What follows belongs to an exercise in optimizing a design on an open flow for small area, a short achievable clock period and few clock cycles per item; a production flow would make more cautious choices.
The flow treats the clock pin as an ideal source. Dropping or thinning the clock tree relies on that and would not hold on a real chip.
Power and IR drop assume default switching activity.

Setup of old:
==> flow/design.v (excerpt) <==
module automaton(
    input               clk,
    input               rst,
    input [31:0]        rule,
    output reg [5:0]    row,
    output reg [5:0]    col,
    output reg          world_we,
    input               world_in,
    output reg          world_out,
    output reg          update_done);
==> module automaton, before the edit <==
module automaton(
    input               clk,
    input               rst,
    input [31:0]        rule,
    output reg [5:0]    row,
    output reg [5:0]    col,
    output reg          world_we,
    input               world_in,
    output reg          world_out,
    output reg          update_done);
localparam P = 9;                
localparam L = 2 * P + 1;        
reg [L-1:0]  sr;                 
reg [63:0]   tb;                 
reg [2:0] cb;
reg [5:0] cc;
reg [2:0] ci;
reg       cs;
reg col0, col62, col63, band0, band7;
reg ci0, ci6, ci7;   
reg smask;       
reg emask;       
reg rst_q;       
reg rd;          
reg nw;          
reg pend;        
reg wsel2;       
reg active;      
reg ud1;
wire n_band0  = col63 ? band7 : band0;
wire n_nbit   = cs ? (tb[1] & ~n_band0) : sr[P];
wire n_wbit   = (cs ? col63 : col0) ? 1'b0 : sr[2*P-1];
wire n_emask  = cs ? col62 : col63;
wire c_top    = ci0;
wire c_nbit   = c_top ? (tb[0] & ~band0) : sr[P+1];
wire c_wbit   = col0 ? 1'b0 : sr[2*P];
wire x_nbit   = rd ? n_nbit : c_nbit;
wire x_wbit   = rd ? n_wbit : c_wbit;
reg [7:0] rlk;       
wire e_bit    = sr[0] & ~emask;
wire s_bit    = sr[P-1] & ~smask;
wire flag     = active & ~cs & rlk[{sr[P], e_bit, s_bit}];
wire pend_n = rd ? flag : (wsel2 & pend);
wire nw_n   = pend_n & (~nw | rd);
wire c_last = band7 & col63 & cs;
wire [5:0] cc_p1  = {cc[5] ^ (&cc[4:0]), cc[4] ^ (&cc[3:0]), cc[3] ^ (&cc[2:0]),
                     cc[2] ^ (&cc[1:0]), cc[1] ^ cc[0], ~cc[0]};
wire [5:0] cc_p2  = {cc[5] ^ (&cc[4:1]), cc[4] ^ (&cc[3:1]), cc[3] ^ (&cc[2:1]),
                     cc[2] ^ cc[1], ~cc[1], cc[0]};
wire [2:0] cb_p1  = {cb[2] ^ (&cb[1:0]), cb[1] ^ cb[0], ~cb[0]};
wire [2:0] cb_p2  = {cb[2] ^ cb[1], ~cb[1], cb[0]};
wire [2:0] ci_p1  = {ci[2] ^ (&ci[1:0]), ci[1] ^ ci[0], ~ci[0]};
wire [2:0] ci_p2  = {ci[2] ^ ci[1], ~ci[1], ci[0]};
wire       rw     = cs | (ci7 & rd);
wire       r_srow = rd ? ci6 : ci7;
wire [2:0] r_idx  = rw ? {2'b00, cs & rd} : (rd ? ci_p2 : ci_p1);
wire [5:0] r_col  = rw ? cc_p2 : cc_p1;
wire       r_cy   = rw ? (col62 | col63) : col63;
wire [2:0] r_band = r_cy ? cb_p1 : cb;
wire [2:0] r_bnd1 = r_cy ? cb_p2 : cb_p1;
wire [5:0] r_row  = r_srow ? {r_bnd1, 3'd0} : {r_band, r_idx};
always @(posedge clk) begin
    rst_q <= rst;
    if (rd) begin
        sr <= {sr[L-2:0], world_in};
        if (cs)
            tb <= {sr[P+1], tb[63:1]};
        emask <= n_emask;
    end
    rlk <= rule[{x_nbit, x_wbit, 3'b000} +: 8] ^ 8'hf0;
    world_out <= ~sr[P+1];
    if (nw) begin
        row <= {cb, ci - 3'd1};
        col <= cc;
    end else begin
        row <= r_row;
        col <= r_col;
    end
    if (rst_q) begin
        cb <= 3'd7; cc <= 6'd62; ci <= 3'd7; cs <= 1'b0;
        col0 <= 1'b0; col62 <= 1'b1; col63 <= 1'b0;
        band0 <= 1'b0; band7 <= 1'b1;
        smask <= 1'b0;
        ci0 <= 1'b0; ci6 <= 1'b0; ci7 <= 1'b1;
        world_we <= 1'b0;
        rd <= 1'b1;
        nw <= 1'b0;
        pend <= 1'b0;
        wsel2 <= 1'b0;
        active <= 1'b0;
        ud1 <= 1'b0;
        update_done <= 1'b0;
    end else begin
        if (rd) begin
            if (cs) begin
                cs <= 1'b0;
                ci0 <= 1'b1;
                smask <= 1'b0;
                cc <= cc_p1;
                col0 <= col63;
                col63 <= col62;
                col62 <= (cc == 6'd61);
                if (col63) begin
                    cb <= cb_p1;
                    band0 <= band7;
                    band7 <= (cb == 3'd6);
                end
            end else begin
                ci <= ci_p1;
                ci0 <= 1'b0;
                ci6 <= (ci == 3'd5);
                ci7 <= ci6;
                smask <= ci6 & band7;
                if (ci7) cs <= 1'b1;
            end
            wsel2 <= 1'b1;
            if (c_last) active <= 1'b1;
        end else begin
            wsel2 <= 1'b0;
        end
        pend <= pend_n;
        nw <= nw_n;
        ud1 <= rd & c_last & active;
        update_done <= ud1;
        world_we <= nw;
        rd <= ~nw;
    end
end
endmodule
clock: 5.0 ns
lec_check: 0
abc_clock_period_in_ps: 1700
cap_margin: 20
core_margin: 2
core_utilization: 65
cts_buf_list: sky130_fd_sc_hd__clkbuf_4 sky130_fd_sc_hd__clkbuf_8
cts_cluster_diameter: 100
cts_cluster_size: 30
setup_slack_margin: 3.35
slew_margin: 20
standard.sh (not shown) runs the stock make flow with config.mk's settings and CLKGATE_MAP_FILE= SYNTH_SCRIPT=/design/flow/synth_recipe.tcl, a recipe that flattens the netlist after the stock synthesis.
==> flow/flow/run.sh <==
#!/bin/bash
# The standard layout (standard.sh) with these changes:
#  - ports are buffered with buf_2 instead of the slow delay buffer that
#    buffer_ports picks by default;
#  - the resizer may swap cells of different footprints;
#  - flow/cts_flat.tcl replaces ORFS's cts step with a two-level clock tree
#    built by hand: the clock port drives four inverters, which drive eight
#    leaf inverters that drive the registers (every register sees the same
#    two inversions).
# Each step's output goes to its own log here.
set -euo pipefail
here=$(pwd)
export BUFFER_PORTS_ARGS="-buffer_cell sky130_fd_sc_hd__buf_2"
export FLAT_CLK_N1=4 FLAT_CLK_BUF1=sky130_fd_sc_hd__clkinv_4
export FLAT_CLK_N2=8 FLAT_CLK_BUF2=sky130_fd_sc_hd__clkinv_8
sed 's/CLKGATE_MAP_FILE= /CLKGATE_MAP_FILE= MATCH_CELL_FOOTPRINT=0 /' standard.sh > standard_own.sh
grep -q MATCH_CELL_FOOTPRINT=0 standard_own.sh
bash standard_own.sh place > place.log 2>&1
bash standard_own.sh run RUN_SCRIPT="$here/flow/cts_flat.tcl" RUN_LOG_NAME_STEM=4_1_cts > cts.log 2>&1
bash standard_own.sh finish > finish.log 2>&1
Other scripts of this flow, unchanged in this note and not shown: flow/flow/cts_flat.tcl
#### Input delta (new over old)
--- a/flow/design.v
+++ b/flow/design.v
@@ -20,6 +20,4 @@
 reg col0, col62, col63, band0, band7;
 reg ci0, ci6, ci7;   
-reg smask;       
-reg emask;       
 reg rst_q;       
 reg rd;          
@@ -32,5 +30,4 @@
 wire n_nbit   = cs ? (tb[1] & ~n_band0) : sr[P];
 wire n_wbit   = (cs ? col63 : col0) ? 1'b0 : sr[2*P-1];
-wire n_emask  = cs ? col62 : col63;
 wire c_top    = ci0;
 wire c_nbit   = c_top ? (tb[0] & ~band0) : sr[P+1];
@@ -39,7 +36,8 @@
 wire x_wbit   = rd ? n_wbit : c_wbit;
 reg [7:0] rlk;       
-wire e_bit    = sr[0] & ~emask;
-wire s_bit    = sr[P-1] & ~smask;
-wire flag     = active & ~cs & rlk[{sr[P], e_bit, s_bit}];
+wire e_bit    = sr[0] & ~col63;              
+wire s_bit    = sr[P-1] & ~(ci7 & band7);    
+wire new_bit  = rlk[{sr[P], e_bit, s_bit}];
+wire flag     = active & ~cs & (new_bit ^ sr[P]);
 wire pend_n = rd ? flag : (wsel2 & pend);
 wire nw_n   = pend_n & (~nw | rd);
@@ -67,7 +65,6 @@
         if (cs)
             tb <= {sr[P+1], tb[63:1]};
-        emask <= n_emask;
     end
-    rlk <= rule[{x_nbit, x_wbit, 3'b000} +: 8] ^ 8'hf0;
+    rlk <= rule[{x_nbit, x_wbit, 3'b000} +: 8];
     world_out <= ~sr[P+1];
     if (nw) begin
@@ -82,5 +79,4 @@
         col0 <= 1'b0; col62 <= 1'b1; col63 <= 1'b0;
         band0 <= 1'b0; band7 <= 1'b1;
-        smask <= 1'b0;
         ci0 <= 1'b0; ci6 <= 1'b0; ci7 <= 1'b1;
         world_we <= 1'b0;
@@ -97,5 +93,4 @@
                 cs <= 1'b0;
                 ci0 <= 1'b1;
-                smask <= 1'b0;
                 cc <= cc_p1;
                 col0 <= col63;
@@ -112,5 +107,4 @@
                 ci6 <= (ci == 3'd5);
                 ci7 <= ci6;
-                smask <= ci6 & band7;
                 if (ci7) cs <= 1'b1;
             end
==> comparison <==
new and old all finish clean. Looking at largest family of logic cells by synthesized area, the multiplexers result is from new; the simple AND/OR/NAND/NOR gates one comes from old. The final period demand of the worst path of new was superior to that of old. Relative to old, the multi-input logic portion of the cell area of new is higher by 1.2 points. Delta (new minus old): hold slack fell by 0.017 ns; portion of total power attributed to sequential cells fell by 0.5 points; proportion of layout cells with a drive suffix above 1 fell by 3.0 points; number of combinational gates with multiple inputs rose by 13. [diff] area of all placed cells without fillers, new relative to old: improvement. In the metrics for new and old, the one carrying the higher synthesized cell count is old. The switching component of the power in new was higher than what old gave. The final reports for new and old show design internal power lower in the former. Compared with old, new shows a lower starting density of the core.
No run of this note included a check of the RTL's function; only the layout flow was run. In every run of this note, the design's own scripts or RTL, not TritonCTS, make the clock network.

==> separate check: timing with driven ports <==
The results above use ideal ports. As a check the final layouts listed here were re-extracted and re-timed, cells and wires unchanged.
Step 1, drivers: a clkbuf_16 drives clk and a buf_2 each remaining input, both assumed.
Step 2 moves the port delays by t, midway between the first and last clock arrival at a register: inputs arrive t later, outputs are due t later. That takes back most of the time a late clock gives input paths.
Slacks: no drivers / after step 1 / after step 2; pairs: no drivers / after step 1.
| run | t, ns | setup slack, ns | worst setup path at the end | clock arrival spread, ns | worst register clock-pin slew, ns |
|---|---|---|---|---|---|
| old | 0.259 | 3.379 / 3.290 / 3.303 | input to register | 0.013 / 0.012 | 0.07 / 0.07 |
| new | 0.257 | 3.384 / 3.297 / 3.385 | register to register | 0.024 / 0.024 | 0.07 / 0.07 |
After both steps setup and hold are still met in every run listed. The setup slack of old, which loses most, moves by -0.089 ns with the drivers and by -0.076 ns with both steps.
